What follows belongs to an exercise in optimizing a design on an open flow for small area, a short achievable clock period and few clock cycles per item; a production flow would make more cautious choices. At most, simulation tests tie the RTL to the original design; equivalence was not proved. Only the layout flow was run in runs 7 and 8; the RTL was not checked for function there. Power figures rest on the tool's default switching activity, not on a simulated workload.

[design.v]
`timescale 1ns / 1ps
module huffmandecode(
clk,
huffrst,
code,
hufftable,
symaddr,
symdata,
huffdata,
hufflength,
hufffinish
    );
input clk,huffrst;
input[15:0] code;
input[8*16-1:0] hufftable;
output reg[7:0] symaddr;    
input[7:0] symdata;         
output reg[7:0] huffdata;
output [7:0] hufflength;
output reg hufffinish;
reg [7:0] g;         
reg [7:0] sc;        
reg [7:0] ca;        
reg [1:0] w;         
reg [3:0] n;         
reg       h;         
reg       one;       
reg [4:0] hl;        
assign hufflength = {3'b000, hl};
wire [7:0] c1   = hufftable[7:0];
wire       b1   = code[15];
wire       hit1 = (c1[7:1] != 7'd0) | (c1[0] & ~b1);
wire [9:0] gn   = {1'b0, g, w[1]} - {2'b00, ca};    
wire       hit  = gn[9];                            
wire       dead = ~gn[9] & gn[8];                   
wire       nf   = ~one & ~h & ~hit & (dead | n == 4'd14);   
wire [3:0] n1   = n + 4'd1;
wire [7:0] scn  = sc + ca;                          
wire [127:0] tbl2 = {16'd0, hufftable[127:16]};
wire [7:0] fetch_c = tbl2[8*n +: 8];    
reg fetch_b;         
always @* begin
    case (n)
        4'd0:  fetch_b = code[12];
        4'd1:  fetch_b = code[11];
        4'd2:  fetch_b = code[10];
        4'd3:  fetch_b = code[9];
        4'd4:  fetch_b = code[8];
        4'd5:  fetch_b = code[7];
        4'd6:  fetch_b = code[6];
        4'd7:  fetch_b = code[5];
        4'd8:  fetch_b = code[4];
        4'd9:  fetch_b = code[3];
        4'd10: fetch_b = code[2];
        4'd11: fetch_b = code[1];
        4'd12: fetch_b = code[0];
        default: fetch_b = 1'bx;
    endcase
end
always @(posedge clk) begin
    one <= hit1;
    if (~huffrst) begin
        g  <= {7'd0, b1 & ~c1[0]};
        sc <= {7'd0, c1[0]};
        symaddr <= hit1 ? {7'd0, b1} : {6'd0, c1[0] ? {code[14], ~code[14]} : code[15:14]};
        ca <= hufftable[15:8];
        w  <= code[14:13];
    end else begin
        g  <= gn[7:0];
        sc <= scn;
        symaddr <= scn + {gn[6:0], w[0]};
        ca <= fetch_c;
        w  <= {w[0], fetch_b};
    end
    if (~hufffinish & (h | nf)) begin
        huffdata <= h ? symdata : 8'hff;
        hl <= ~h ? 5'd0 : one ? 5'd1 : {1'b0, n} + 5'd1;
    end
end
always @(posedge clk or negedge huffrst) begin
    if (~huffrst) begin
        hufffinish <= 1'b0;
        h <= 1'b0;
        n <= 4'd0;
    end else begin
        if (h | nf)
            hufffinish <= 1'b1;
        h <= one | hit;
        n <= n1;
    end
end
endmodule
[flow/run.sh]
#!/bin/bash
# Standard layout, with plain buffers on the ports and repair_timing aiming
# below the clock period (setup margin).
set -euo pipefail
export BUFFER_PORTS_ARGS="-buffer_cell sky130_fd_sc_hd__buf_1"
export SETUP_SLACK_MARGIN=7.8
bash standard.sh > standard.log 2>&1
[standard.sh]
#!/bin/bash
# synth_recipe.tcl (not shown) runs the flow's synth.tcl, then flattens the netlist and writes it again
# the make line also repeats each setting of config.mk as NAME=value (left out here)
make -C /OpenROAD-flow-scripts/flow DESIGN_CONFIG=/design/flow/config.mk WORK_HOME=/design/flow/orfs CLKGATE_MAP_FILE= SYNTH_SCRIPT=/design/flow/synth_recipe.tcl "${@:-finish}"
[config.mk]
export PLATFORM = sky130hd
export DESIGN_NAME = huffmandecode
export DESIGN_NICKNAME = huffmandecode
export VERILOG_FILES = /design/flow/design.v
export SDC_FILE = /design/flow/constraint.sdc
export NUM_CORES = 8
export LEC_CHECK = 0
export CAP_MARGIN = 20
export CORE_MARGIN = 2
export CORE_UTILIZATION = 40
export SLEW_MARGIN = 20
export TNS_END_PERCENT = 20
[constraint.sdc]
create_clock -name core_clock -period 11.0 [get_ports {clk}]
set_input_delay 2.2000 -clock core_clock [delete_from_list [all_inputs] [get_ports {clk}]]
set_output_delay 2.2000 -clock core_clock [all_outputs]
set_load 0.01 [all_outputs]
==> summary.txt, run 1 <==
status - no timing/DRC/antenna violations
Area contributors post-synth - dfxtp_1, mux4_2, edfxtp_1, ha_1, dfrtp_1
Port Buf Inserts - 175
clock tree buffer depth - 2
final hold vios - 0
non-filler cells, final - 680
RSZ-0062 raised after global routing - true
vias in the first global route - 3,577
Final Instance Area - 0.00474 mm2
Layout Skew - 9.97 ps
Starting Density - 0.414
final worst slack - 7790 ps
Synth Register Bits - 54
mapped cell area - 0.00382 mm2
GRT Total Usage - 0.200
Synth top area share - 0.183
max-cap viol count - 0
Slowest cell on crit path - mux4_1
Async SR Flop Fraction - 0.111
CP Capture Type - flop
sequential-to-total area share from yosys stat - 0.325
pwr dens - 174 mW/mm2
CTS tree - yes
Chip Width - 102 um
clk root buf - clkbuf_8
min cycle time layout - 3210 ps
GR Overflow Total - 0
first drt pass iteration count - 6
Worst IR Drop VDD - 0.0000850 V
Fin Hold WS - 466 ps
# rows - 35
Post-synth EDFFs - 13
CTS clk-pin slew, worst paths - 100 ps
# diodes - 0
1st-iter DRT viols - 114
# DRC - 0
Ports - 179
initial antenna violation count - 0
CP cell instances - buf_1 -> mux4_1 -> nand2_1 -> a21oi_1 -> a311oi_1 -> a21oi_1
# setup viols final - 0
post-detail-place hpwl - 8340 um
Fin Setup TNS - 0 ps
slew margin rel. - 0.429
grt peak-use layer - met2
final wirelength - 10,000 um
share of layout cells above drive strength 1 - 0.102
worst slack, placed - 7170 ps
met3 GRT Util - 0.0311
Crit path top cell by count - a21oi_1
fin nets - 733
Hold WC Path Type - flop to flop
first-pass GRT wire length - 16,200 um
Die H - 102 um
crit path DAT - 3400 ps
Sink Count - 54
Crit Path Max Fanout - 1
placed instance area - 0.00455 mm2
PnR Total Power - 0.826 mW
Netlist cell types - 60
CTS buffer count - 5
Req. time, crit path - 11,190 ps
vias post-DR - 3,492
clk latency of the worst-skew pair - 310 ps
die footprint - 0.0104 mm2
startpoint class of the critical path - input pin
CORE AREA - 0.00924 mm2
met1 Track Usage GR - 0.226
Area Overhead vs Synth - 23.9%
Post-Synthesis Cells - 382
Yosys warning count - 1
Max Fclk - 312 MHz
commonest register cell after synthesis - dfxtp_1
kind of critical path - input pin to flop
final slew viol count - 0
hold_buf cts - 0
Routed Antenna Nets - 0
worst slew pin tran - 856 ps
final core occ - 0.513
Avg Inst Size Synth - 10.0 um2
Fill cells - 883
wire per inst - 14.8 um
largest stage delay on the critical path - 490 ps
DR vias/cell - 5.14
P_leak - 1.88 nW
routability cong. - 0.891
Placed Cells - 669
dominant cell type by area after synthesis - dfxtp_1
met2 usage - 0.372
H-tree levels - 2
fin crit share - 0.292
largest net degree at the start of global routing - 41
-- worst max-delay path: cells and delay by family --
kind	cells	cell delay [ps]
AOI/OAI and AO/OA	3	550
muxes	1	490
buffers and inverters	1	80
and+or+nand+nor	1	80
-- repair_timing --
item | 4_1_cts | 5_1_grt
gates cloned | 0 | 0
pin swaps | 0 | 4
buffers inserted | 1 | 2
endpoints found under the setup margin | 4 | 20
resized for setup | 3 | 9
-- cell usage in the layout, fill, tap and decap left out, types with 8 or more instances in the layout --
master / n
buf_1: 175
nor2_1: 35
dfxtp_1: 35
a21oi_1: 27
ha_1: 26
nand2_1: 25
mux4_2: 21
inv_1: 20
o21ai_0: 14
edfxtp_1: 13
xnor2_1: 11
mux2i_1: 10
nor3_1: 9
nand2b_1: 9
and2_1: 9
a311oi_1: 8
-- logic make-up after synthesis --
logic type / after synthesis / synth area share
and+or+nand+nor: 115 / 0.150
AOI/OAI and AO/OA: 84 / 0.144
DFF: 54 / 0.325
buffers and inverters: 44 / 0.0560
muxes: 37 / 0.179
adders and majority gates: 29 / 0.101
xor gates and xnor gates: 18 / 0.0452
other: 1 / 0.000981
-- layer usage --
| layer | part of all wire | vias up | wire length [um] |
|---|---|---|---|
| li1 | - | 1733 | - |
| met1 | 0.40 | 1601 | 4050 |
| met2 | 0.51 | 133 | 5080 |
| met3 | 0.055 | 25 | 552 |
| met4 | 0.036 | 0 | 357 |
| met5 | 0 | - | 0 |
-- Yosys cell counts, types with 4 or more instances --
cell type and count:
dfxtp_1 35, nor2_1 35, a21oi_1 27, ha_1 26, nand2_1 25, inv_1 21
mux4_2 21, o21ai_0 16, edfxtp_1 13, mux2i_1 11, nor3_1 11, xnor2_1 11
clkbuf_1 10, and2_1 9, nand2b_1 9, a311oi_1 8, dfrtp_1 6, a21o_1 5
buf_2 5, buf_4 5, nand3_1 5, xor2_1 5, and3_1 4, o21a_1 4
-- sequential cells by signal, indices dropped and copies added (netlist names) --
register    flops
symaddr         8
n               4
huffdata        8
g               8
w               2
one             1
ca              8
h               1
hl              5
hufffinish      1
sc              8
-- area by class of cell --
type | count | area, um2 | share of cell area
Clock buffer | 5 | 68.8 | 0.0145
Clock inverter | 3 | 48.8 | 0.0103
Inverter | 22 | 86.3 | 0.0182
Multi-Input combinational cell | 286 | 2420 | 0.511
Sequential cell | 54 | 1240 | 0.262
Tap cell | 129 | 161 | 0.0341
Timing Repair Buffer | 181 | 706 | 0.149
-- power breakdown --
group | total (mW) | switching [mW] | leakage, nW | internal (mW)
clock network | 0.139 | 0.0691 | 0.0563 | 0.0694
registers | 0.252 | 0.0128 | 0.478 | 0.239
logic | 0.435 | 0.228 | 1.35 | 0.208
total | 0.826 | 0.309 | 1.88 | 0.516
-- path summary, 6_finish.rpt --
check / startpoint / to / slack (ps) / cells after the start
worst min-delay path: n[0] / n[0] / 470 / 1
worst max-delay path: hufftable[27] / ca[3] / 7790 / 6
min in group asynchronous: huffrst / n[2] / 1890 / 2
worst max register to register: ca[0] / symaddr[7] / 7990 / 13
worst min register to register: n[0] / n[0] / 470 / 1
max in group asynchronous: huffrst / n[0] / 8860 / 2
Testbench counts, summed over its fixed seeds: cycles 10,437, items 2,048.
==> run 2, diff against run 1 <==
--- a/flow/run.sh
+++ b/flow/run.sh
@@ -4,4 +4,4 @@
 set -euo pipefail
 export BUFFER_PORTS_ARGS="-buffer_cell sky130_fd_sc_hd__buf_1"
-export SETUP_SLACK_MARGIN=7.8
+export SETUP_SLACK_MARGIN=8.0
 bash standard.sh > standard.log 2>&1
==> run 2 against run 1 <==
Effect of this change: still clean; synthesized cell count stayed put; register-to-register slack hardly changed; sequential power hardly changed; largest cell class unchanged.
==> summary.txt, run 2 <==
Sink Count - 54 (unchanged)
# diodes - 0 (unchanged)
max-cap viol count - 0 (unchanged)
GRT Total Usage - 0.207 (+0.00687)
final slew viol count - 0 (unchanged)
grt peak-use layer - met2
Chip Width - 102 um (unchanged)
power share of the sequential group - 0.312 (+0.007)
fin nets - 733 (unchanged)
Sw Ratio - 0.394 (+0.0194)
GR Overflow Total - 0 (unchanged)
Synth Area in XOR/XNOR - 0.0452 (unchanged)
Crit Path Max Fanout - 3 (+2)
H-tree levels - 2 (unchanged)
met1 Track Usage GR - 0.232 (+0.00590)
clock tree buffer depth - 2 (unchanged)
Combinational Power Share - 0.550 (+0.023)
met3 GRT Util - 0.0455 (+0.0145)
startpoint class of the critical path - input pin
met2 usage - 0.375 (+0.00253)
# DRC - 0 (unchanged)
first drt pass iteration count - 4 (-2)
# rows - 35 (unchanged)
CP cell instances - buf_1 -> or4_4 -> nor4_4 -> o21ai_1 -> a21oi_1 -> o21ai_0
first-pass GRT wire length - 16,700 um (+3.3%)
final hold vios - 0 (unchanged)
mapped cell area - 0.00382 mm2 (unchanged)
1st-iter DRT viols - 100 (-12%)
Post-synth EDFFs - 13 (unchanged)
Routed Antenna Nets - 0 (unchanged)
NetSw - 0.318 mW (+2.8%)
Synth Register Bits - 54 (unchanged)
Yosys warning count - 1 (unchanged)
share of layout cells above drive strength 1 - 0.125 (+0.0236)
Max Fclk - 318 MHz (+2.0%)
Post-Synth Adder-Cell Area - 0.101 (unchanged)
Post-Synth Simple-Gate Area - 0.150 (unchanged)
Worst IR Drop VDD - 0.0000789 V (-7.2%)
Int Pwr - 0.489 mW (-5.3%)
CTS tree - yes
kind of critical path - input pin to flop
Fill cells - 898 (+1.7%)
number of buffers and inverters on the critical path - 1 (unchanged)
Port Buf Inserts - 175 (unchanged)
CP Capture Type - flop
CTS clk-pin slew, worst paths - 100 ps (about the same)
Post-Synthesis Cells - 382 (unchanged)
Clock Power Share - 0.138 (-0.030)
critical path's top delay family - simple AND/OR/NAND/NOR gates
pwr dens - 169 mW/mm2 (-3.2%)
largest family of logic cells by synthesized area - multiplexers
post-synthesis mux area share - 0.179 (unchanged)
die footprint - 0.0104 mm2 (unchanged)
Area Overhead vs Synth - 25.2%
initial antenna violation count - 0 (unchanged)
crit path DAT - 3350 ps (-50 ps)
post-detail-place hpwl - 8390 um (+0.59%)
Starting Density - 0.414 (unchanged)
largest net degree at the start of global routing - 41 (unchanged)
vias in the first global route - 3,601 (+0.67%)
CORE AREA - 0.00924 mm2 (unchanged)
largest stage delay on the critical path - 530 ps (+40 ps)
worst slew pin tran - 950 ps (+93.9 ps)
Die H - 102 um (unchanged)
routability cong. - 0.916 (+2.8%)
Netlist cell types - 60 (unchanged)
clk latency of the worst-skew pair - 310 ps (about the same)
Slowest cell on crit path - or4_4
Req. time, crit path - 11,200 ps (about the same)
commonest cells after routing, fill and taps aside - buf_1, dfxtp_1, nor2_1
Ports - 179 (unchanged)
dominant cell type by area after synthesis - dfxtp_1
final wirelength - 10,200 um (+1.5%)
sequential-to-total area share from yosys stat - 0.325 (unchanged)
CTS buffer count - 5 (unchanged)
commonest register cell after synthesis - dfxtp_1
Synth Area in Compound Gates - 0.144 (unchanged)
Area contributors post-synth - dfxtp_1, mux4_2, edfxtp_1, ha_1, dfrtp_1
Synth top area share - 0.183 (unchanged)
Layout Skew - 9.25 ps (-0.722 ps)
slew margin rel. - 0.367 (-0.0626)
PnR Total Power - 0.807 mW (-2.2%)
DR vias/cell - 5.19 (+1.1%)
clk root buf - clkbuf_8
# setup viols final - 0 (unchanged)
P_leak - 1.88 nW (about the same)
status - no timing/DRC/antenna violations
wire per inst - 15.0 um (+1.5%)
commonest cells in the netlist - dfxtp_1, nor2_1, a21oi_1
RSZ-0062 raised after global routing - true
vias post-DR - 3,531 (+1.1%)
Hold WC Path Type - flop to flop
most common cell after layout, fill and taps aside - buf_1
Fin Setup TNS - 0 ps (unchanged)
R2R Setup Slk - 7990 ps (about the same)
min cycle time layout - 3150 ps (-61.5 ps)
fin crit share - 0.286 (-0.00559)
Avg Inst Size Synth - 10.0 um2 (unchanged)
Async SR Flop Fraction - 0.111 (unchanged)
-- run 2: area by class of cell --
class | count | area, um2 | share of cell area
multi-input combinational | 286 | 2470 | 0.516
sequential | 54 | 1250 | 0.260
timing repair buffer | 181 | 734 | 0.154
tap | 129 | 161 | 0.0337
inverter | 22 | 86.3 | 0.0180
clock buffer | 5 | 68.8 | 0.0144
clock inverter | 3 | 20.0 | 0.00418
-- run 2: power groups by stage --
stage	clock, mW	sequential, mW	combinational (mW)
after floorplan	0	0.259	0.313
after global placement	0	0.257	0.401
after detailed placement	0	0.257	0.409
after CTS	0.115	0.252	0.417
after global routing	0.122	0.255	0.497
final	0.112	0.252	0.444
-- run 2: kinds of logic (layout without fill, tap and decap cells) --
kind of cell | after synthesis | count (layout)
compound gates | 84 | 84
xor+xnor | 18 | 18
fa+ha+maj | 29 | 29
buf+inv | 44 | 211
flops | 54 | 54
mux | 37 | 37
other cells | 1 | 3
simple gates | 115 | 115
-- run 2: per-stage QoR --
step                hold slack (ps)  setup WS (ps)  utilization  area, um2  cells
global placement                512           7270        0.492       4550    667
detailed placement              529           7160        0.492       4550    667
global route                    582           7740        0.518       4780    680
CTS                             551           7870        0.510       4710    678
finish                          557           7850        0.518       4780    680
floorplan                       460           7680            -       3850    384
-- run 2: repair_timing --
| item | in CTS | in global routing |
|---|---|---|
| buffers inserted | 3 | 2 |
| pin swaps | 15 | 3 |
| hold buffers | 0 | 0 |
| cloned | 0 | 0 |
| setup endpoints to repair | 45 | 48 |
| resized for setup | 23 | 7 |
-- run 2: path summary, 6_finish.rpt --
path / to / cells after the start / startpoint
max in group asynchronous: n[0] / 2 / huffrst
setup reg to reg: symaddr[7] / 13 / ca[0]
hold reg to reg: w[1] / 1 / w[0]
min in group asynchronous: n[2] / 2 / huffrst
hold / removal: w[1] / 1 / w[0]
setup / recovery: symaddr[0] / 6 / hufftable[3]
-- run 2: metal layers --
layer  up-vias  wire length, um
met1      1630             3980
met3        28              659
li1       1734                -
met2       139             5210
met4         0              353
met5         -                0
==> run 3, diff against run 2 <==
--- a/config.mk
+++ b/config.mk
@@ -10,3 +10,3 @@
 export CORE_UTILIZATION = 40
 export SLEW_MARGIN = 20
-export TNS_END_PERCENT = 20
+export TNS_END_PERCENT = 5
==> run 3 against run 2 <==
Effect of this change: largest cell class unchanged; clock power increased by 22%; combinational power decreased by 4%; area after synthesis unchanged; non-clock buffer count decreased by 1; still clean; utilization decreased by 0.54 points; first-iteration DRC count increased by 17%; hold slack got worse by 88 ps; flip-flop and latch count unchanged; clock skew about the same; critical path type unchanged; power increased by 1.1%.
==> summary.txt, run 3 <==
final slew viol count - 0 (unchanged)
sequential-to-total area share from yosys stat - 0.325 (unchanged)
clk latency of the worst-skew pair - 310 ps (about the same)
WP depth - 6 (unchanged)
die footprint - 0.0104 mm2 (unchanged)
Area contributors post-synth - dfxtp_1, mux4_2, edfxtp_1, ha_1, dfrtp_1
RSZ-0062 raised after global routing - true
startpoint class of the critical path - input pin
Worst Setup SP - hufftable[3]
first drt pass iteration count - 4 (unchanged)
# setup viols final - 0 (unchanged)
Chip Width - 102 um (unchanged)
final core occ - 0.512 (-0.00542)
Post-synth EDFFs - 13 (unchanged)
placed instance area - 0.00455 mm2 (about the same)
commonest register cell after synthesis - dfxtp_1
CP Capture Point - symaddr[0]
1st-iter DRT viols - 117 (+17%)
Die H - 102 um (unchanged)
vias in the first global route - 3,563 (-1.1%)
min cycle time layout - 3170 ps (+18.2 ps)
final hold vios - 0 (unchanged)
Avg Inst Size Synth - 10.0 um2 (unchanged)
largest stage delay on the critical path - 560 ps (+30 ps)
fin crit share - 0.288 (+0.00165)
Slowest cell on crit path - or4_1
Starting Density - 0.414 (unchanged)
DR vias/cell - 5.09 (-2.0%)
fin nets - 732 (-0.14%)
Async SR Flop Fraction - 0.111 (unchanged)
GRT Total Usage - 0.198 (-0.00873)
crit path DAT - 3370 ps (+20 ps)
Area Overhead vs Synth - 23.9%
worst r2r src - ca[0]
sequential cell area - 0.00124 mm2 (-0.30%)
Port Buf Inserts - 175 (unchanged)
final wirelength - 9970 um (-2.3%)
commonest cells in the netlist - dfxtp_1, nor2_1, a21oi_1
routability cong. - 0.890 (-2.8%)
CP cell instances - buf_1 -> or4_1 -> nor4_4 -> o21ai_1 -> a21oi_1 -> o21ai_0
mapped cell area - 0.00382 mm2 (unchanged)
post-detail-place hpwl - 8320 um (-0.75%)
Multi-input gate area - 0.00242 mm2 (-1.9%)
worst slew pin tran - 903 ps (-46.8 ps)
Yosys warning count - 1 (unchanged)
wire per inst - 14.7 um (-2.1%)
clock tree buffer depth - 2 (unchanged)
pwr dens - 172 mW/mm2 (+2.2%)
Post-Synthesis Cells - 382 (unchanged)
Final Instance Area - 0.00473 mm2 (-1.0%)
critical path's top delay family - simple AND/OR/NAND/NOR gates
number of buffers and inverters on the critical path - 1 (unchanged)
Worst Reg-to-Reg Cells - 13 (unchanged)
hold_sp - n[0]
Synth Register Bits - 54 (unchanged)
most common cell after layout, fill and taps aside - buf_1
slew margin rel. - 0.398 (+0.0312)
# diodes - 0 (unchanged)
CP Capture Type - flop
Fin Setup TNS - 0 ps (unchanged)
commonest cells after routing, fill and taps aside - buf_1, nor2_1, dfxtp_1
# DRC - 0 (unchanged)
Reg-to-Reg End - symaddr[7]
Req. time, crit path - 11,200 ps (about the same)
dominant cell type by area after synthesis - dfxtp_1
status - no timing/DRC/antenna violations
P_leak - 1.88 nW (about the same)
Layout Skew - 9.53 ps (+0.282 ps)
non-filler cells, final - 679 (-0.15%)
H-tree levels - 2 (unchanged)
share of layout cells above drive strength 1 - 0.0982 (-0.0270)
GR Overflow Total - 0 (unchanged)
first-pass GRT wire length - 15,900 um (-4.5%)
hold_buf cts - 0 (unchanged)
CORE AREA - 0.00924 mm2 (unchanged)
Fill cells - 902 (+0.45%)
Routed Antenna Nets - 0 (unchanged)
Ports - 179 (unchanged)
CTS tree - yes
Max Fclk - 316 MHz (-0.57%)
Synth top area share - 0.183 (unchanged)
clk root buf - clkbuf_8
PnR Total Power - 0.816 mW (+1.1%)
Worst IR Drop VDD - 0.0000858 V (+8.8%)
Netlist cell types - 60 (unchanged)
kind of critical path - input pin to flop
# rows - 35 (unchanged)
max-cap viol count - 0 (unchanged)
largest net degree at the start of global routing - 41 (unchanged)
CTS buffer count - 5 (unchanged)
Crit Path Max Fanout - 3 (unchanged)
Sink Count - 54 (unchanged)
Placed Cells - 669 (+0.30%)
R2R Setup Slk - 8010 ps (+20 ps)
vias post-DR - 3,456 (-2.1%)
CTS clk-pin slew, worst paths - 100 ps (about the same)
Hold WC Path Type - flop to flop
initial antenna violation count - 0 (unchanged)
==> run 3: metrics by stage <==
stage                     hold slack [ps]  setup slack, ps
after floorplan                       460             7660
after global placement                448             7270
after detailed placement              457             7170
after CTS                             472             7830
after global routing                  490             7780
final                                 469             7830
==> run 3: report_power, final <==
part           internal, mW  switching (mW)  leakage, nW
combinational         0.200           0.227         1.34
sequential            0.239          0.0128        0.478
clock                0.0694          0.0676       0.0563
total                 0.509           0.308         1.88
==> run 3: final cells by class <==
cell class	count	area share
repair buffers	180	0.149
clock buffers	5	0.0145
clock inverters	3	0.0103
inverters	22	0.0182
multi-input cells	286	0.511
well taps	129	0.0341
flip-flops and latches	54	0.262
==> run 3: cells by family (layout without fill, tap and decap cells) <==
| logic type | Yosys count | after routing | share of synthesized area |
|---|---|---|---|
| buffers and inverters | 44 | 210 | 0.0560 |
| and+or+nand+nor | 115 | 115 | 0.150 |
| muxes | 37 | 37 | 0.179 |
| AOI/OAI and AO/OA | 84 | 84 | 0.144 |
| adders and majority gates | 29 | 29 | 0.101 |
| other | 1 | 3 | 0.000981 |
| xor gates and xnor gates | 18 | 18 | 0.0452 |
| DFF | 54 | 54 | 0.325 |
==> run 3: timing repair <==
item / in CTS / in global routing
setup endpoints to repair: 45 / 48
gates cloned: 0 / 0
pin swaps: 1 / 2
resized for setup: 6 / 7
buffers inserted: 1 / 1
==> run 3: how the worst min path moves through the flow <==
stage	to	slack, ps	cells after the start
CTS	n[0]	470	1
floorplan	h	460	2
global placement	n[0]	450	1
finish	n[0]	470	1
global route	n[0]	490	1
detailed placement	n[0]	460	1
==> run 3: worst reg2reg max path: stages (launching register included) <==
cell      delay (ps)
dfxtp_1          340
ha_1             210
fa_1             420
a21o_1           190
a21oi_2          160
o21ai_0          110
a21oi_1          180
xnor2_1          190
ha_1             300
o21a_1           120
o31ai_2          100
nor3b_1          120
o311ai_1         330
nand4_1          110
==> run 3: metal layers <==
metal,vias up,share of wire,GRT usage
met5,-,0,0
met4,0,0.050,0.102
met3,34,0.057,0.0297
met2,151,0.49,0.364
met1,1539,0.40,0.219
li1,1732,-,-
==> run 4, diff against run 3 <==
--- a/flow/run.sh
+++ b/flow/run.sh
@@ -4,4 +4,4 @@
 set -euo pipefail
 export BUFFER_PORTS_ARGS="-buffer_cell sky130_fd_sc_hd__buf_1"
-export SETUP_SLACK_MARGIN=8.0
+export SETUP_SLACK_MARGIN=8
 bash standard.sh > standard.log 2>&1
--- a/config.mk
+++ b/config.mk
@@ -10,3 +10,2 @@
 export CORE_UTILIZATION = 40
 export SLEW_MARGIN = 20
-export TNS_END_PERCENT = 5
==> run 4 against run 3 <==
Effect of this change: die area did not move; synthesized cell count unchanged; sequential power about the same; critical path depth is the same; critical endpoint unchanged.
==> summary.txt, run 4 <==
DR vias/cell - 5.09 (about the same)
worst slew pin tran - 976 ps (+73.1 ps)
Port Buf Inserts - 175 (unchanged)
P_leak - 1.97 nW (+5.1%)
Fin Setup TNS - 0 ps (unchanged)
Sink Count - 54 (unchanged)
vias in the first global route - 3,580 (+0.48%)
Placed Cells - 669 (unchanged)
fin nets - 735 (+0.41%)
clock tree buffer depth - 2 (unchanged)
Max Fclk - 319 MHz (+1.1%)
Layout Skew - 6.14 ps (-3.39 ps)
critical path's top delay family - simple AND/OR/NAND/NOR gates
GR Overflow Total - 0 (unchanged)
post-detail-place hpwl - 8440 um (+1.4%)
most common cell after layout, fill and taps aside - buf_1
crit path DAT - 3340 ps (-30 ps)
Chip Width - 102 um (unchanged)
Crit Path Max Fanout - 3 (unchanged)
Crit path top cell by count - o21ai_1
Slowest cell on crit path - or4_4
final wirelength - 10,100 um (+1.2%)
Worst IR Drop VDD - 0.0000816 V (-4.9%)
Routed Antenna Nets - 0 (unchanged)
slew margin rel. - 0.349 (-0.0487)
Fill cells - 883 (-2.1%)
GRT Total Usage - 0.204 (+0.00597)
die footprint - 0.0104 mm2 (unchanged)
dominant cell type by area after synthesis - dfxtp_1
clk root buf - clkbuf_8
share of layout cells above drive strength 1 - 0.181 (+0.0827)
final worst slack - 7870 ps (+34.4 ps)
clk latency of the worst-skew pair - 310 ps (about the same)
largest net degree at the start of global routing - 41 (unchanged)
sequential cell area - 0.00124 mm2 (+0.20%)
number of buffers and inverters on the critical path - 1 (unchanged)
Die H - 102 um (unchanged)
Starting Density - 0.414 (unchanged)
hold_buf cts - 0 (unchanged)
vias post-DR - 3,471 (+0.43%)
mapped cell area - 0.00382 mm2 (unchanged)
worst slack, placed - 7170 ps (-2.23 ps)
Area contributors post-synth - dfxtp_1, mux4_2, edfxtp_1, ha_1, dfrtp_1
# rows - 35 (unchanged)
RSZ-0062 raised after global routing - true
commonest cells after routing, fill and taps aside - buf_1, nor2_1, dfxtp_1
first-pass GRT wire length - 16,500 um (+3.7%)
Fin Hold WS - 465 ps (-4.87 ps)
max-cap viol count - 0 (unchanged)
Multi-input gate area - 0.00246 mm2 (+1.7%)
first drt pass iteration count - 4 (unchanged)
1st-iter DRT viols - 128 (+9.4%)
PnR Total Power - 0.821 mW (+0.61%)
startpoint class of the critical path - input pin
CTS buffer count - 5 (unchanged)
Async SR Flop Fraction - 0.111 (unchanged)
CP cell instances - buf_1 -> or4_4 -> nor4_4 -> o21ai_1 -> a21oi_1 -> o21ai_1
Post-synth EDFFs - 13 (unchanged)
CTS tree - yes
CTS clk-pin slew, worst paths - 100 ps (about the same)
non-filler cells, final - 682 (+0.44%)
# setup viols final - 0 (unchanged)
Req. time, crit path - 11,210 ps (about the same)
min cycle time layout - 3130 ps (-34.4 ps)
kind of critical path - input pin to flop
Area Overhead vs Synth - 26.5%
wire per inst - 14.8 um (+0.74%)
Ports - 179 (unchanged)
pwr dens - 170 mW/mm2 (-1.5%)
Post-Synthesis Cells - 382 (unchanged)
commonest cells in the netlist - dfxtp_1, nor2_1, a21oi_1
largest stage delay on the critical path - 540 ps (-20 ps)
Yosys warning count - 1 (unchanged)
status - no timing/DRC/antenna violations
final slew viol count - 0 (unchanged)
Netlist cell types - 60 (unchanged)
initial antenna violation count - 0 (unchanged)
Synth Register Bits - 54 (unchanged)
Avg Inst Size Synth - 10.0 um2 (unchanged)
sequential-to-total area share from yosys stat - 0.325 (unchanged)
H-tree levels - 2 (unchanged)
Synth top area share - 0.183 (unchanged)
CP Capture Type - flop
CORE AREA - 0.00924 mm2 (unchanged)
# DRC - 0 (unchanged)
commonest register cell after synthesis - dfxtp_1
fin crit share - 0.285 (-0.00313)
Hold WC Path Type - flop to flop
final hold vios - 0 (unchanged)
routability cong. - 0.857 (-3.6%)
# diodes - 0 (unchanged)
[run 4: cell types whose count changed in the layout (fill, tap and decap cells not counted), sizes merged]
| cell | delta |
|---|---|
| buf | -14 |
| clkbuf | +17 |
| clkinv | +1 |
| clkinvlp | -1 |
[run 4: cells by family after synthesis]
| family | share of synthesized area |
|---|---|
| AND/OR/NAND/NOR | 0.150 |
| AO/OA/AOI/OAI | 0.144 |
| flip-flops | 0.325 |
| buffers and inverters | 0.0560 |
| multiplexers | 0.179 |
| adder cells (fa/ha/maj) | 0.101 |
| XOR/XNOR | 0.0452 |
| other | 0.000981 |
[run 4: worst paths after layout]
kind | startpoint | to | cells past startpoint | slack [ps]
worst max-delay path | hufftable[3] | symaddr[0] | 6 | 7870
worst min-delay path | n[0] | n[0] | 1 | 460
max in group asynchronous | huffrst | n[0] | 2 | 8920
worst max register to register | ca[0] | symaddr[7] | 13 | 8030
min in group asynchronous | huffrst | n[2] | 2 | 1880
worst min register to register | n[0] | n[0] | 1 | 460
[run 4: cell type report]
class / count / area share
Timing Repair Buffer: 183 / 0.158
Clock buffer: 5 / 0.0142
Multi-Input combinational cell: 286 / 0.509
Sequential cell: 54 / 0.258
Inverter: 22 / 0.0179
Clock inverter: 3 / 0.00983
Tap cell: 129 / 0.0334
[run 4: what timing repair did]
item                                    CTS  global route
pin swaps                                 7            15
setup buffers                             3             2
endpoints found under the setup margin   46            34
gates resized for setup                  20            35
[run 4: through the flow]
| stage | area (um2) | util |
|---|---|---|
| floorplan | 3840 | - |
| global placement | 4550 | 0.493 |
| detailed placement | 4550 | 0.493 |
| CTS | 4750 | 0.514 |
| global route | 4830 | 0.523 |
| finish | 4830 | 0.523 |
[run 4: where the power goes]
group	switching, mW	internal (mW)
clock	0.0686	0.0691
sequential	0.0129	0.239
combinational	0.227	0.204
total	0.309	0.513
[run 4: layer usage]
metal | GRT usage | share of wire | up-vias
met5 | 0 | 0 | -
li1 | - | - | 1738
met4 | 0.0686 | 0.016 | 0
met3 | 0.0317 | 0.059 | 12
met1 | 0.245 | 0.41 | 1584
met2 | 0.369 | 0.52 | 137
==> run 5, diff against run 4 <==
==> flow/run.sh (replaced) <==
#!/bin/bash
# Standard layout, with plain buffers on the ports, repair_timing aiming
# below the clock period (setup margin), and no full/half adder cells.
set -euo pipefail
export BUFFER_PORTS_ARGS="-buffer_cell sky130_fd_sc_hd__buf_1"
export SETUP_SLACK_MARGIN=8
export DONT_USE_CELLS="sky130_fd_sc_hd__fa_1 sky130_fd_sc_hd__fa_2 sky130_fd_sc_hd__fa_4 sky130_fd_sc_hd__ha_1 sky130_fd_sc_hd__ha_2 sky130_fd_sc_hd__ha_4 sky130_fd_sc_hd__fah_1 sky130_fd_sc_hd__fahcin_1 sky130_fd_sc_hd__fahcon_1"
bash standard.sh > standard.log 2>&1
==> run 5 against run 4 <==
Effect of this change: die area unchanged; global-route usage unchanged; critical path depth unchanged; sequential power about the same; final area unchanged; critical path type unchanged; still clean on timing, DRC and antenna; first-iteration DRC count unchanged; wire length unchanged; area after synthesis unchanged; combinational power about the same.
==> summary.txt, run 5 <==
Worst IR Drop VDD - 0.0000816 V (unchanged)
Crit Path Max Fanout - 3 (unchanged)
Layout Skew - 6.14 ps (unchanged)
kind of critical path - input pin to flop
Max Fclk - 319 MHz (unchanged)
Post-synth EDFFs - 13 (unchanged)
# rows - 35 (unchanged)
first drt pass iteration count - 4 (unchanged)
sequential-to-total area share from yosys stat - 0.325 (unchanged)
commonest cells after routing, fill and taps aside - buf_1, nor2_1, dfxtp_1
Avg Inst Size Synth - 10.0 um2 (unchanged)
post-detail-place hpwl - 8440 um (unchanged)
Netlist cell types - 60 (unchanged)
1st-iter DRT viols - 128 (unchanged)
Worst Hold Depth - 1 (unchanged)
CORE AREA - 0.00924 mm2 (unchanged)
Yosys warning count - 1 (unchanged)
Reg-to-Reg End - symaddr[7]
CP Capture Point - symaddr[0]
# DRC - 0 (unchanged)
commonest cells in the netlist - dfxtp_1, nor2_1, a21oi_1
Ports - 179 (unchanged)
P_leak - 1.97 nW (unchanged)
vias post-DR - 3,471 (unchanged)
slew margin rel. - 0.349 (unchanged)
Fin Setup TNS - 0 ps (unchanged)
startpoint class of the critical path - input pin
CTS buffer count - 5 (unchanged)
clk root buf - clkbuf_8
first-pass GRT wire length - 16,500 um (unchanged)
crit path DAT - 3340 ps (about the same)
CTS tree - yes
Port Buf Inserts - 175 (unchanged)
status - no timing/DRC/antenna violations
most common cell after layout, fill and taps aside - buf_1
mapped cell area - 0.00382 mm2 (unchanged)
largest net degree at the start of global routing - 41 (unchanged)
Chip Width - 102 um (unchanged)
Synth Register Bits - 54 (unchanged)
dominant cell type by area after synthesis - dfxtp_1
RSZ-0062 raised after global routing - true
GRT Total Usage - 0.204 (unchanged)
wire per inst - 14.8 um (unchanged)
GR Overflow Total - 0 (unchanged)
Async SR Flop Fraction - 0.111 (unchanged)
fin crit share - 0.285 (unchanged)
# setup viols final - 0 (unchanged)
pwr dens - 170 mW/mm2 (unchanged)
Worst Setup SP - hufftable[3]
Worst Reg-to-Reg Cells - 13 (unchanged)
vias in the first global route - 3,580 (unchanged)
PnR Total Power - 0.821 mW (unchanged)
R2R Setup Slk - 8030 ps (about the same)
worst r2r src - ca[0]
clock tree buffer depth - 2 (unchanged)
Die H - 102 um (unchanged)
H-tree levels - 2 (unchanged)
min cycle time layout - 3130 ps (unchanged)
CTS clk-pin slew, worst paths - 100 ps (about the same)
routability cong. - 0.857 (unchanged)
initial antenna violation count - 0 (unchanged)
Hold WC Path Type - flop to flop
Req. time, crit path - 11,210 ps (about the same)
commonest register cell after synthesis - dfxtp_1
die footprint - 0.0104 mm2 (unchanged)
clk latency of the worst-skew pair - 310 ps (about the same)
# diodes - 0 (unchanged)
final slew viol count - 0 (unchanged)
Synth top area share - 0.183 (unchanged)
max-cap viol count - 0 (unchanged)
Routed Antenna Nets - 0 (unchanged)
Final Instance Area - 0.00483 mm2 (unchanged)
CP Capture Type - flop
Post-Synthesis Cells - 382 (unchanged)
final wirelength - 10,100 um (unchanged)
Starting Density - 0.414 (unchanged)
share of layout cells above drive strength 1 - 0.181 (unchanged)
final hold vios - 0 (unchanged)
Sink Count - 54 (unchanged)
Area Overhead vs Synth - 26.5% (unchanged)
placed instance area - 0.00455 mm2 (unchanged)
Area contributors post-synth - dfxtp_1, mux4_2, edfxtp_1, ha_1, dfrtp_1
DR vias/cell - 5.09 (unchanged)
fin nets - 735 (unchanged)
worst slew pin tran - 976 ps (unchanged)
==> run 5: cell counts after synthesis <==
No cell type changed its count.
==> run 5: timing repair <==
item                                    in CTS  in global routing
cloned                                       0                  0
gates resized for setup                     20                 35
endpoints found under the setup margin      46                 34
setup buffers                                3                  2
hold buffers                                 0                  0
pin swaps                                    7                 15
==> run 5: metrics by stage <==
step	worst slack, ps	hold slack (ps)	instances	util
detailed placement	7170	456	669	0.493
floorplan	7680	460	384	-
finish	7870	465	682	0.523
global placement	7260	448	669	0.493
CTS	7880	470	680	0.514
global route	7790	494	682	0.523
==> run 5: worst max-delay path, cell delays in order <==
cell and delay [ps]:
buf_1 70, or4_4 540, nor4_4 180, o21ai_1 130
a21oi_1 160, o21ai_1 70
==> run 5: cell families after synthesis <==
kind of cell,count (synthesis),share of synthesized area
fa+ha+maj,29,0.101
xor+xnor,18,0.0452
other cells,1,0.000981
flops,54,0.325
buf+inv,44,0.0560
mux,37,0.179
simple gates,115,0.150
compound gates,84,0.144
==> run 5: layout make-up <==
class | instances | area (um2)
clock buffer | 5 | 68.8
clock inverter | 3 | 47.5
fill | 883 | 4410
inverter | 22 | 86.3
multi-input combinational | 286 | 2460
sequential | 54 | 1240
tap | 129 | 161
timing repair buffer | 183 | 764
==> run 5: worst min-delay path by stage <==
stage          startpoint    to  slack, ps
6_report             n[0]  n[0]        460
5_1_grt              n[0]  n[0]        490
4_1_cts              n[0]  n[0]        470
2_1_floorplan         one     h        460
3_5_place_dp         n[0]  n[0]        460
3_3_place_gp         n[0]  n[0]        450
==> run 5: power breakdown <==
group	switching [mW]	internal (mW)	leakage (nW)	total, mW
Sequential	0.0129	0.239	0.478	0.252
Combinational	0.227	0.204	1.44	0.431
Clock	0.0686	0.0691	0.0587	0.138
==> run 5: metal layers <==
| metal | track usage | wire length [um] |
|---|---|---|
| met1 | 0.245 | 4090 |
| met3 | 0.0317 | 592 |
| met2 | 0.369 | 5250 |
| met4 | 0.0686 | 161 |
| met5 | 0 | 0 |
==> run 6, diff against run 5 <==
==> flow/run.sh (replaced) <==
#!/bin/bash
# Standard layout, with plain buffers on the ports, repair_timing aiming
# below the clock period (setup margin), and no full/half adder cells.
set -euo pipefail
export BUFFER_PORTS_ARGS="-buffer_cell sky130_fd_sc_hd__buf_1"
export SETUP_SLACK_MARGIN=8
DU="sky130_fd_sc_hd__probe_p_8 sky130_fd_sc_hd__probec_p_8 sky130_fd_sc_hd__lpflow_bleeder_1 sky130_fd_sc_hd__lpflow_clkbufkapwr_1 sky130_fd_sc_hd__lpflow_clkbufkapwr_16 sky130_fd_sc_hd__lpflow_clkbufkapwr_2 sky130_fd_sc_hd__lpflow_clkbufkapwr_4 sky130_fd_sc_hd__lpflow_clkbufkapwr_8 sky130_fd_sc_hd__lpflow_clkinvkapwr_1 sky130_fd_sc_hd__lpflow_clkinvkapwr_16 sky130_fd_sc_hd__lpflow_clkinvkapwr_2 sky130_fd_sc_hd__lpflow_clkinvkapwr_4 sky130_fd_sc_hd__lpflow_clkinvkapwr_8 sky130_fd_sc_hd__lpflow_decapkapwr_12 sky130_fd_sc_hd__lpflow_decapkapwr_3 sky130_fd_sc_hd__lpflow_decapkapwr_4 sky130_fd_sc_hd__lpflow_decapkapwr_6 sky130_fd_sc_hd__lpflow_decapkapwr_8 sky130_fd_sc_hd__lpflow_inputiso0n_1 sky130_fd_sc_hd__lpflow_inputiso0p_1 sky130_fd_sc_hd__lpflow_inputiso1n_1 sky130_fd_sc_hd__lpflow_inputiso1p_1 sky130_fd_sc_hd__lpflow_inputisolatch_1 sky130_fd_sc_hd__lpflow_isobufsrc_1 sky130_fd_sc_hd__lpflow_isobufsrc_16 sky130_fd_sc_hd__lpflow_isobufsrc_2 sky130_fd_sc_hd__lpflow_isobufsrc_4 sky130_fd_sc_hd__lpflow_isobufsrc_8 sky130_fd_sc_hd__lpflow_isobufsrckapwr_16 sky130_fd_sc_hd__lpflow_lsbuf_lh_hl_isowell_tap_1 sky130_fd_sc_hd__lpflow_lsbuf_lh_hl_isowell_tap_2 sky130_fd_sc_hd__lpflow_lsbuf_lh_hl_isowell_tap_4 sky130_fd_sc_hd__lpflow_lsbuf_lh_isowell_4 sky130_fd_sc_hd__lpflow_lsbuf_lh_isowell_tap_1 sky130_fd_sc_hd__lpflow_lsbuf_lh_isowell_tap_2 sky130_fd_sc_hd__lpflow_lsbuf_lh_isowell_tap_4 sky130_fd_sc_hd__fill_1 sky130_fd_sc_hd__fill_2 sky130_fd_sc_hd__fill_4 sky130_fd_sc_hd__fill_8  sky130_fd_sc_hd__fa_1 sky130_fd_sc_hd__fa_2 sky130_fd_sc_hd__fa_4 sky130_fd_sc_hd__ha_1 sky130_fd_sc_hd__ha_2 sky130_fd_sc_hd__ha_4 sky130_fd_sc_hd__fah_1 sky130_fd_sc_hd__fahcin_1 sky130_fd_sc_hd__fahcon_1"
bash standard.sh "DONT_USE_CELLS=$DU" finish > standard.log 2>&1
==> run 6 against run 5 <==
Effect of this change: still clean on timing, DRC and antenna; worst setup slack worse by 100 ps; die area down 2.8%; via count up 1.7%; wire length up 6.3%; first-iteration DRC count up 36%; clock-buffer cell count up 1; clock power down 7%; non-clock buffer count up 5; critical path type unchanged; critical endpoint unchanged.
==> summary.txt, run 6 <==
post-detail-place hpwl - 8440 um (about the same)
largest net degree at the start of global routing - 48 (+17%)
Port Buf Inserts - 175 (unchanged)
mapped cell area - 0.00371 mm2 (-2.9%)
worst r2r src - w[1]
Post-Synthesis Cells - 387 (+1.3%)
vias in the first global route - 3,492 (-2.5%)
clk latency of the worst-skew pair - 320 ps (about the same)
Synth top area share - 0.189 (+0.00544)
Req. time, crit path - 11,220 ps (about the same)
Synth Register Bits - 54 (unchanged)
most common cell in the netlist - nor2_1
Ports - 179 (unchanged)
Die H - 100 um (-1.4%)
worst slew pin tran - 724 ps (-252 ps)
Placed Cells - 652 (-2.5%)
GRT Total Usage - 0.210 (+0.00609)
final hold vios - 0 (unchanged)
CORE AREA - 0.00911 mm2 (-1.4%)
Clock Power Share - 0.190 (+0.022)
final wirelength - 10,700 um (+6.3%)
CTS tree - yes
CTS clk-pin slew, worst paths - 120 ps (+20 ps)
sequential-to-total area share from yosys stat - 0.334 (+0.00963)
Sw Ratio - 0.351 (-0.0253)
clk root buf - clkbuf_8
final slew viol count - 0 (unchanged)
H-tree levels - 2 (unchanged)
Final Instance Area - 0.00478 mm2 (-1.1%)
Reg-to-Reg End - hl[2]
Yosys warning count - 1 (unchanged)
Worst IR Drop VDD - 0.0000679 V (-17%)
final worst slack - 7760 ps (-104 ps)
Crit Path Max Fanout - 2 (-1)
NetSw - 0.238 mW (-23%)
Area contributors post-synth - dfxtp_1, mux4_2, edfxtp_1, xnor2_1, nor2_1
Fin Setup TNS - 0 ps (unchanged)
# rows - 35 (unchanged)
DR vias/cell - 5.27 (+3.6%)
CTS buffer count - 5 (unchanged)
fin crit share - 0.294 (+0.00948)
Chip Width - 100 um (-1.4%)
Sink Count - 54 (unchanged)
Avg Inst Size Synth - 9.59 um2 (-4.1%)
Async SR Flop Fraction - 0.111 (unchanged)
routability cong. - 0.825 (-3.7%)
Worst Hold Depth - 1 (unchanged)
commonest cells in the netlist - nor2_1, dfxtp_1, xnor2_1
# setup viols final - 0 (unchanged)
R2R Setup Slk - 8240 ps (+210 ps)
Post-synth EDFFs - 13 (unchanged)
PnR Total Power - 0.679 mW (-17%)
wire per inst - 16.0 um (+8.2%)
Combinational Power Share - 0.428 (-0.097)
max-cap viol count - 0 (unchanged)
Hold WC Path Type - flop to flop
min cycle time layout - 3240 ps (+104 ps)
Starting Density - 0.408 (-0.00612)
first-pass GRT wire length - 16,500 um (-0.21%)
most common cell after layout, fill and taps aside - buf_1
GR Overflow Total - 0 (unchanged)
share of layout cells above drive strength 1 - 0.179 (-0.00194)
largest stage delay on the critical path - 540 ps (about the same)
worst slack, placed - 7340 ps (+174 ps)
final core occ - 0.525 (+0.00191)
Netlist cell types - 46 (-23%)
Layout Skew - 22.9 ps (+16.7 ps)
pwr dens - 142 mW/mm2 (-16%)
CP Capture Type - flop
slew margin rel. - 0.517 (+0.168)
fin nets - 712 (-3.1%)
first drt pass iteration count - 4 (unchanged)
startpoint class of the critical path - input pin
Max Fclk - 309 MHz (-3.2%)
placed instance area - 0.00443 mm2 (-2.6%)
critical path's top delay family - simple AND/OR/NAND/NOR gates
hold_buf cts - 0 (unchanged)
number of buffers and inverters on the critical path - 1 (unchanged)
non-filler cells, final - 670 (-1.8%)
crit path DAT - 3460 ps (+120 ps)
status - no timing/DRC/antenna violations
WHS Endpoint - h
commonest register cell after synthesis - dfxtp_1
initial antenna violation count - 0 (unchanged)
Fin Hold WS - 500 ps (+35.4 ps)
Worst Reg-to-Reg Cells - 8 (-5)
dominant cell type by area after synthesis - dfxtp_1
hold_sp - g[7]
P_leak - 1.79 nW (-9.4%)
Int Pwr - 0.441 mW (-14%)
clock tree buffer depth - 2 (unchanged)
Routed Antenna Nets - 0 (unchanged)
# diodes - 0 (unchanged)
# DRC - 0 (unchanged)
commonest cells after routing, fill and taps aside - buf_1, nor2_1, dfxtp_1
1st-iter DRT viols - 174 (+36%)
vias post-DR - 3,531 (+1.7%)
RSZ-0062 raised after global routing - true
die footprint - 0.0101 mm2 (-2.8%)
power share of the sequential group - 0.383 (+0.076)
CP cell instances - buf_1 -> or4_4 -> nor4_4 -> o21ai_2 -> a221oi_2 -> a21oi_1
kind of critical path - input pin to flop
Area Overhead vs Synth - 28.9%
Slowest cell on crit path - or4_4
==> run 6: cell type report <==
type	count	area, um2
multi-input combinational	297	2400
inverter	12	48.8
sequential	54	1240
tap	111	139
clock buffer	6	93.8
fill	884	4330
timing repair buffer	188	838
clock inverter	2	17.5
==> run 6: kinds of logic after synthesis <==
| group | count (synthesis) | synth area share |
|---|---|---|
| compound gates | 65 | 0.118 |
| xor+xnor | 40 | 0.0944 |
| fa+ha+maj | 6 | 0.0169 |
| buf+inv | 38 | 0.0455 |
| flops | 54 | 0.334 |
| mux | 48 | 0.215 |
| other cells | 1 | 0.00101 |
| simple gates | 135 | 0.175 |
==> run 6: layer usage <==
layer / wire [um] / global-route usage / vias to the layer above
met5: 0 / 0 / -
met4: 248 / 0.0653 / 0
met3: 604 / 0.0411 / 16
met2: 5650 / 0.387 / 125
met1: 4220 / 0.245 / 1661
li1: - / - / 1729
==> run 6: worst register-to-register path, delay by kind of cell, from the launching register on <==
kind	cells	cell delay (ps)
compound gates	4	950
simple gates	3	580
flops	1	530
fa+ha+maj	1	350
==> run 6: power groups by stage <==
| stage | clock [mW] | sequential [mW] | combinational, mW |
|---|---|---|---|
| floorplan | 0 | 0.260 | 0.220 |
| global placement | 0 | 0.263 | 0.276 |
| detailed placement | 0 | 0.263 | 0.280 |
| CTS | 0.132 | 0.259 | 0.283 |
| global route | 0.140 | 0.264 | 0.326 |
| finish | 0.129 | 0.260 | 0.291 |
==> run 6: what timing repair did <==
item                       in CTS  in global routing
pin swaps                       3                  4
gates resized for setup        11                 39
setup buffers                   8                  1
setup endpoints to repair      45                 53
cloned                          0                  1
==> run 6: worst max path at each step <==
stage	slack (ps)	end	cells after the start	startpoint
floorplan	7540	symaddr[0]	5	hufftable[3]
detailed placement	7340	symaddr[0]	6	hufftable[3]
global route	7730	symaddr[0]	6	hufftable[3]
finish	7760	symaddr[0]	6	hufftable[3]
global placement	7400	symaddr[0]	6	hufftable[3]
CTS	7750	symaddr[0]	6	hufftable[3]
==> run 7, diff against run 6 <==
==> design.v (replaced) <==
`timescale 1ns / 1ps
module huffmandecode(
clk,
huffrst,
code,
hufftable,
symaddr,
symdata,
huffdata,
hufflength,
hufffinish
    );
input clk,huffrst;
input[15:0] code;
input[8*16-1:0] hufftable;
output reg[7:0] symaddr;    
input[7:0] symdata;         
output reg[7:0] huffdata;
output [7:0] hufflength;
output reg hufffinish;
reg [7:0] g;         
reg [7:0] sc;        
reg [7:0] ca;        
reg [1:0] w;         
reg [3:0] n;         
reg       h;         
reg       one;       
reg       short;     
reg [4:0] hl;        
assign hufflength = {3'b000, hl};
wire [7:0] c1   = hufftable[7:0];
wire [7:0] c2   = hufftable[15:8];
wire       b1   = code[15];
wire       b2   = code[14];
wire       b3   = code[13];
wire       hit1 = (c1[7:1] != 7'd0) | (c1[0] & ~b1);
wire       g1   = b1 & ~c1[0];                            
wire       hit2 = (c2[7:2] != 6'd0) | (c2[1:0] > {g1, b2});
wire [1:0] g2   = {g1, b2} - c2[1:0];                     
wire [2:0] sc2  = {2'b00, c1[0]} + {1'b0, c2[1:0]};       
wire [3:0] a1   = {3'd0, b1};
wire [3:0] a2   = {3'd0, c1[0]} + {2'd0, g1, b2};
wire [3:0] a3   = {1'b0, sc2} + {1'b0, g2, b3};
wire [3:0] a0   = hit1 ? a1 : hit2 ? a2 : a3;
wire [9:0] gn   = {1'b0, g, w[1]} - {2'b00, ca};    
wire       hit  = gn[9];                            
wire       dead = ~gn[9] & gn[8];                   
wire       nf   = ~short & ~h & ~hit & (dead | n == 4'd13);   
wire [7:0] scn  = sc + ca;                          
wire [127:0] tbl3 = {24'd0, hufftable[127:24]};
wire [7:0] fetch_c = tbl3[8*n +: 8];                
wire [15:0] code4 = {code[11:0], 4'd0};
wire       fetch_b = code4[15 - n];                 
always @(posedge clk) begin
    one   <= hit1;
    short <= hit1 | hit2;
    if (~huffrst) begin
        g  <= {6'd0, g2};
        sc <= {5'd0, sc2};
        symaddr <= {4'd0, a0};
        ca <= hufftable[23:16];
        w  <= code[13:12];
    end else begin
        g  <= gn[7:0];
        sc <= scn;
        symaddr <= scn + {gn[6:0], w[0]};
        ca <= fetch_c;
        w  <= {w[0], fetch_b};
    end
    if (~hufffinish & (h | nf)) begin
        huffdata <= h ? symdata : 8'hff;
        hl <= ~h ? 5'd0 : one ? 5'd1 : short ? 5'd2 : {1'b0, n} + 5'd2;
    end
end
always @(posedge clk or negedge huffrst) begin
    if (~huffrst) begin
        hufffinish <= 1'b0;
        h <= 1'b0;
        n <= 4'd0;
    end else begin
        if (h | nf)
            hufffinish <= 1'b1;
        h <= short | hit;
        n <= n + 4'd1;
    end
end
endmodule
==> run 7 against run 6 <==
Effect of this change: critical path depth grew 3; area after synthesis grew 5.3%; hold slack lost 18 ps; global-route usage shrank 0.88 points; clock skew shrank 12 ps; combinational power grew 14%; worst setup slack lost 230 ps; critical endpoint is now symaddr[1]; largest power group unchanged.
==> summary.txt, run 7 <==
Post-synth EDFFs - 13 (unchanged)
CP cell instances - buf_8 -> nand2b_4 -> inv_2 -> maj3_2 -> nor4_4 -> buf_4 -> mux2i_1 -> o21ai_1 -> o41ai_1
Clock Power Share - 0.186 (-0.004)
share of layout cells above drive strength 1 - 0.206 (+0.0267)
Hold WC Path Type - flop to flop
# setup viols final - 0 (unchanged)
Port Buf Inserts - 175 (unchanged)
Combinational Power Share - 0.446 (+0.018)
clk root buf - clkbuf_8
GR Overflow Total - 0 (unchanged)
vias in the first global route - 3,527 (+1.0%)
pwr dens - 148 mW/mm2 (+3.9%)
Async SR Flop Fraction - 0.109 (-0.00202)
largest net degree at the start of global routing - 44 (-8.3%)
slew margin rel. - 0.497 (-0.0203)
# DRC - 0 (unchanged)
clock tree buffer depth - 2 (unchanged)
DR vias/cell - 5.00 (-5.1%)
Sink Count - 55 (+1.9%)
Worst IR Drop VDD - 0.0000751 V (+11%)
worst r2r src - w[1]
Int Pwr - 0.488 mW (+11%)
RSZ-0062 raised after global routing - true
CTS buffer count - 5 (unchanged)
Starting Density - 0.406 (-0.00192)
Die H - 103 um (+2.5%)
status - no timing/DRC/antenna violations
Synth Register Bits - 55 (+1.9%)
routability cong. - 0.938 (+14%)
Avg Inst Size Synth - 9.75 um2 (+1.6%)
startpoint class of the critical path - input pin
dominant cell type by area after synthesis - dfxtp_1
commonest register cell after synthesis - dfxtp_1
R2R Setup Slk - 8340 ps (+100 ps)
final hold vios - 0 (unchanged)
kind of critical path - input pin to flop
GRT Total Usage - 0.201 (-0.00883)
Synth top area share - 0.184 (-0.00442)
Area Overhead vs Synth - 28.7%
Crit Path Max Fanout - 6 (+4)
CTS tree - yes
hold_sp - g[7]
fin nets - 722 (+1.4%)
vias post-DR - 3,510 (-0.59%)
CP Capture Type - flop
fin crit share - 0.315 (+0.0209)
most common cell after layout, fill and taps aside - buf_1
Fin Setup TNS - 0 ps (unchanged)
Fill cells - 959 (+8.5%)
wire per inst - 14.6 um (-8.7%)
crit path DAT - 3690 ps (+230 ps)
Max Fclk - 288 MHz (-6.6%)
first drt pass iteration count - 4 (unchanged)
Ports - 179 (unchanged)
NetSw - 0.255 mW (+6.9%)
max-cap viol count - 0 (unchanged)
Chip Width - 103 um (+2.5%)
sequential-to-total area share from yosys stat - 0.323 (-0.0118)
1st-iter DRT viols - 71 (-59%)
die footprint - 0.0106 mm2 (+5.1%)
power share of the sequential group - 0.368 (-0.015)
final slew viol count - 0 (unchanged)
Post-Synthesis Cells - 401 (+3.6%)
post-detail-place hpwl - 8170 um (-3.2%)
number of buffers and inverters on the critical path - 3 (+2)
Yosys warning count - 1 (unchanged)
top sig layer - met4
Slowest cell on crit path - maj3_2
Layout Skew - 10.6 ps (-12.3 ps)
clk latency of the worst-skew pair - 310 ps (about the same)
PnR Total Power - 0.742 mW (+9.3%)
min cycle time layout - 3470 ps (+230 ps)
Worst Hold Depth - 1 (unchanged)
Worst Reg-to-Reg Cells - 9 (+1)
critical path's top delay family - simple AND/OR/NAND/NOR gates
commonest cells in the netlist - nor2_1, dfxtp_1, xnor2_1
Req. time, crit path - 11,220 ps (about the same)
Routed Antenna Nets - 0 (unchanged)
largest stage delay on the critical path - 320 ps (-220 ps)
CTS clk-pin slew, worst paths - 110 ps (about the same)
H-tree levels - 2 (unchanged)
first-pass GRT wire length - 16,700 um (+1.3%)
Reg-to-Reg End - huffdata[7]
Area contributors post-synth - dfxtp_1, mux4_2, edfxtp_1, xnor2_1, dfrtp_1
mapped cell area - 0.00391 mm2 (+5.3%)
CORE AREA - 0.00964 mm2 (+5.8%)
final wirelength - 10,300 um (-4.3%)
commonest cells after routing, fill and taps aside - buf_1, nor2_1, xnor2_1
length of routed met2 wiring - 5080 um (-10%)
Netlist cell types - 61 (+33%)
met3 routed WL - 657 um (+8.8%)
most common cell in the netlist - nor2_1
worst slew pin tran - 755 ps (+30.5 ps)
initial antenna violation count - 0 (unchanged)
# diodes - 0 (unchanged)
Sw Ratio - 0.343 (-0.00766)
hold_buf cts - 0 (unchanged)
P_leak - 1.84 nW (+2.8%)
# rows - 36 (+2.9%)
M1 WL - 4290 um (+1.6%)
WP depth - 9 (+3)
WHS Endpoint - h
run 7: cell families (layout without fill, tap and decap cells):
family                   count (synthesis)  count (layout)  share of synthesized area
AO/OA/AOI/OAI                           74              74                      0.134
XOR/XNOR                                51              51                      0.120
adder cells (fa/ha/maj)                  6               6                     0.0166
buffers and inverters                   46             212                     0.0499
flip-flops                              55              55                      0.323
multiplexers                            41              41                      0.185
other                                    1               3                   0.000959
AND/OR/NAND/NOR                        127             127                      0.171
run 7: layout make-up:
class,instances,area [um2],area share
inverter,15,62.6,0.0124
clock buffer,5,68.8,0.0137
multi-input combinational,302,2550,0.507
timing repair buffer,189,871,0.173
clock inverter,3,46.3,0.00920
sequential,55,1270,0.252
tap,133,166,0.0331
run 7: worst max path at each step:
stage | from | endpoint | slack [ps]
after floorplan | code[14] | symaddr[0] | 7090
after global placement | code[14] | symaddr[0] | 6770
after detailed placement | code[14] | symaddr[0] | 6720
after CTS | hufftable[12] | symaddr[1] | 7530
after global routing | code[14] | symaddr[0] | 7430
final | code[14] | symaddr[1] | 7530
run 7: per-layer routing:
layer,GRT usage,vias to the layer above
met2,0.349,124
li1,-,1766
met4,0.0607,0
met1,0.250,1606
met5,0,-
met3,0.0468,14
run 7: per-stage QoR:
| stage | instance area (um2) | util | hold slack [ps] | setup slack (ps) | instances |
|---|---|---|---|---|---|
| finish | 5030 | 0.522 | 482 | 7530 | 702 |
| global route | 5030 | 0.522 | 523 | 7430 | 702 |
| CTS | 4840 | 0.502 | 487 | 7530 | 694 |
| detailed placement | 4640 | 0.481 | 473 | 6720 | 681 |
| global placement | 4640 | 0.481 | 472 | 6770 | 681 |
| floorplan | 3960 | - | 437 | 7090 | 403 |
run 7: repair_timing:
action	in CTS	in global routing
resized for setup	21	48
setup buffers	5	7
pin swaps	7	11
endpoints found under the setup margin	44	48
run 7: power groups by stage:
stage / Sequential [mW] / Clock (mW) / Combinational [mW]
6_report: 0.274 / 0.138 / 0.331
3_5_place_dp: 0.276 / 0 / 0.321
2_1_floorplan: 0.272 / 0 / 0.260
4_1_cts: 0.272 / 0.142 / 0.325
5_1_grt: 0.279 / 0.150 / 0.371
3_3_place_gp: 0.276 / 0 / 0.316
run 7: worst register-to-register path, delay by kind of cell, from the launching register on:
family	cells	cell delay [ps]
compound gates	5	810
flops	1	450
simple gates	4	1030
==> run 8, diff against run 7 <==
==> flow/run.sh (replaced) <==
#!/bin/bash
# Standard layout, with plain buffers on the ports and repair_timing aiming
# below the clock period (setup margin).
set -euo pipefail
export BUFFER_PORTS_ARGS="-buffer_cell sky130_fd_sc_hd__buf_1"
export SETUP_SLACK_MARGIN=8
bash standard.sh > standard.log 2>&1
==> run 8 against run 7 <==
Effect of this change: highest routed layer unchanged; via count grew 2.4%; largest cell class unchanged; utilization up 2.2 points; power up 15%; first-iteration DRC count shrank 2.8%; sequential power down 5%; worst setup slack got worse by 33 ps; final area increased by 4.6%; synthesized cell count down 5.5%.
==> summary.txt, run 8 <==
# DRC - 0 (unchanged)
fin nets - 751 (+4.0%)
min cycle time layout - 3500 ps (+32.7 ps)
worst slew pin tran - 977 ps (+222 ps)
Post-Synthesis Cells - 379 (-5.5%)
slew margin rel. - 0.347 (-0.149)
Crit Path Max Fanout - 2 (-4)
fin crit share - 0.318 (+0.00297)
Routed Antenna Nets - 0 (unchanged)
1st-iter DRT viols - 69 (-2.8%)
CTS buffer count - 5 (unchanged)
final hold vios - 0 (unchanged)
first drt pass iteration count - 4 (unchanged)
hold_buf cts - 0 (unchanged)
Port Buf Inserts - 175 (unchanged)
wire per inst - 15.7 um (+7.8%)
Synth Register Bits - 55 (unchanged)
P_leak - 2.12 nW (+15%)
final wirelength - 10,900 um (+6.4%)
DR vias/cell - 5.18 (+3.7%)
# rows - 36 (unchanged)
first-pass GRT wire length - 16,700 um (+0.25%)
Die H - 103 um (+0.36%)
non-filler cells, final - 693 (-1.3%)
Post-synth EDFFs - 13 (unchanged)
final core occ - 0.544 (+0.0217)
met3 routed WL - 619 um (-5.8%)
# setup viols final - 0 (unchanged)
Area Overhead vs Synth - 33.7%
most common cell in the netlist - nor2_1
vias in the first global route - 3,567 (+1.1%)
share of layout cells above drive strength 1 - 0.236 (+0.0301)
worst slack, placed - 6890 ps (+169 ps)
initial antenna violation count - 0 (unchanged)
RSZ-0062 raised after global routing - true
# diodes - 0 (unchanged)
CTS tree - yes
largest net degree at the start of global routing - 46 (+4.5%)
status - no timing/DRC/antenna violations
final slew viol count - 0 (unchanged)
CORE AREA - 0.00968 mm2 (+0.47%)
CTS clk-pin slew, worst paths - 100 ps (about the same)
M1 WL - 4290 um (unchanged)
top sig layer - met4
Async SR Flop Fraction - 0.109 (unchanged)
Netlist cell types - 58 (-4.9%)
Avg Inst Size Synth - 10.4 um2 (+6.6%)
clock tree buffer depth - 2 (unchanged)
die footprint - 0.0107 mm2 (+0.73%)
Fin Setup TNS - 0 ps (unchanged)
post-detail-place hpwl - 8730 um (+6.8%)
Chip Width - 103 um (+0.36%)
H-tree levels - 2 (unchanged)
most common cell after layout, fill and taps aside - buf_1
kind of critical path - input pin to flop
GR Overflow Total - 0 (unchanged)
commonest register cell after synthesis - dfxtp_1
dominant cell type by area after synthesis - dfxtp_1
Sink Count - 55 (unchanged)
max-cap viol count - 0 (unchanged)
final worst slack - 7500 ps (-32.7 ps)
vias post-DR - 3,593 (+2.4%)
Area contributors post-synth - dfxtp_1, mux4_2, ha_1, edfxtp_1, nor2_1
Layout Skew - 7.89 ps (-2.74 ps)
clk root buf - clkbuf_8
clk latency of the worst-skew pair - 310 ps (about the same)
Starting Density - 0.407 (+0.00121)
routability cong. - 0.794 (-15%)
crit path DAT - 3730 ps (+40 ps)
Worst IR Drop VDD - 0.0000863 V (+15%)
Placed Cells - 673 (-1.2%)
sequential-to-total area share from yosys stat - 0.320 (-0.00246)
Hold WC Path Type - flop to flop
pwr dens - 163 mW/mm2 (+10%)
Synth top area share - 0.183 (-0.00140)
mapped cell area - 0.00394 mm2 (+0.77%)
Max Fclk - 286 MHz (-0.93%)
startpoint class of the critical path - input pin
Fill cells - 912 (-4.9%)
Ports - 179 (unchanged)
commonest cells after routing, fill and taps aside - buf_1, nor2_1, dfxtp_1
GRT Total Usage - 0.203 (+0.00193)
Yosys warning count - 1 (unchanged)
commonest cells in the netlist - nor2_1, dfxtp_1, ha_1
CP Capture Type - flop
length of routed met2 wiring - 5770 um (+14%)
Req. time, crit path - 11,230 ps (about the same)
run 8: cell count changes after synthesis, moves of 11 or more:
cell     before  now
ha_1          0   33
xnor2_1      36    8
nand2_1      25    7
inv_1        15   28
o21ai_0      17    6
run 8: layer usage:
metal  vias to the layer above  track usage
met3                        14       0.0450
li1                       1759            -
met1                      1711        0.240
met4                         0       0.0536
met5                         -            0
met2                       109        0.372
run 8: worst paths after layout:
path / startpoint / to / slack (ps) / cells after the start
max: code[14] / symaddr[2] / 7500 / 10
min: w[0] / w[1] / 520 / 1
max reg2reg: ca[0] / symaddr[7] / 8110 / 13
min reg2reg: w[0] / w[1] / 520 / 1
max in group asynchronous: huffrst / n[0] / 8960 / 1
min in group asynchronous: huffrst / hufffinish / 1780 / 1
run 8: layout make-up:
class / instances / area [um2] / share of cell area
Clock buffer: 5 / 68.8 / 0.0131
Tap cell: 133 / 166 / 0.0316
Sequential cell: 55 / 1270 / 0.242
Timing Repair Buffer: 189 / 876 / 0.166
Clock inverter: 3 / 26.3 / 0.00499
Multi-Input combinational cell: 279 / 2730 / 0.519
Inverter: 29 / 124 / 0.0235
run 8: power breakdown:
part / total [mW] / switching [mW] / internal (mW) / leakage, nW
clock: 0.121 / 0.0734 / 0.0471 / 0.0491
combinational: 0.478 / 0.237 / 0.241 / 1.58
sequential: 0.259 / 0.0156 / 0.244 / 0.491
total: 0.857 / 0.326 / 0.531 / 2.12
run 8: worst max-delay path: stages:
cell and delay (ps):
buf_12 110, inv_12 40, ha_4 110, inv_2 30
fa_2 560, ha_4 210, xor2_1 150, nor2_1 80
a21oi_1 50, o31ai_1 170
run 8: kinds of logic after synthesis:
kind of cell,count (synthesis),synth area share
buf+inv,47,0.0483
mux,41,0.191
compound gates,79,0.143
flops,55,0.320
other cells,1,0.000952
xor+xnor,16,0.0356
simple gates,102,0.131
fa+ha+maj,38,0.130
run 8: what timing repair did:
item / 4_1_cts / 5_1_grt
pin swaps: 10 / 20
resized for setup: 39 / 53
buffers inserted: 5 / 7
setup endpoints to repair: 55 / 51
run 8: stage by stage:
step / area (um2) / hold slack, ps / power [mW]
final: 5270 / 515 / 0.857
after global placement: 4780 / 479 / 0.670
after CTS: 5060 / 521 / 0.822
after floorplan: 4020 / 463 / 0.584
after detailed placement: 4790 / 496 / 0.681
after global routing: 5270 / 538 / 0.932

## what the ideal ports hide
The flow's constraints put no driver on any port. The routed layouts listed below were extracted and timed again, unchanged, in two steps. Step 1 assumes that a clkbuf_16 drives the clock port and a buf_2 every other input. Step 2 times the ports against the registers' clock, not the clock port: input delays grow and output delays shrink by t, the midpoint of the rising clock arrivals with the driver on. a / b / c = ideal / step 1 / step 2; a / b = the first two.
| run | shift t [ns] | slack for setup (ns) | cell pins on the clock port's net |
|---|---|---|---|
| run 1 | 0.337 | 7.790 / 7.803 / 7.466 | 1 |
| run 2 | 0.340 | 7.852 / 7.861 / 7.521 | 1 |
| run 3 | 0.338 | 7.834 / 7.845 / 7.507 | 1 |
| run 4 | 0.336 | 7.868 / 7.873 / 7.537 | 1 |
| run 5 | 0.336 | 7.868 / 7.873 / 7.537 | 1 |
| run 6 | 0.336 | 7.764 / 7.766 / 7.430 | 1 |
| run 7 | 0.338 | 7.533 / 7.512 / 7.174 | 1 |
| run 8 | 0.343 | 7.501 / 7.482 / 7.139 | 1 |
After both steps setup and hold are still met in every run listed. For run 8, which loses most, drivers alone change the setup slack by -0.019 ns; drivers and shift together by -0.362 ns.
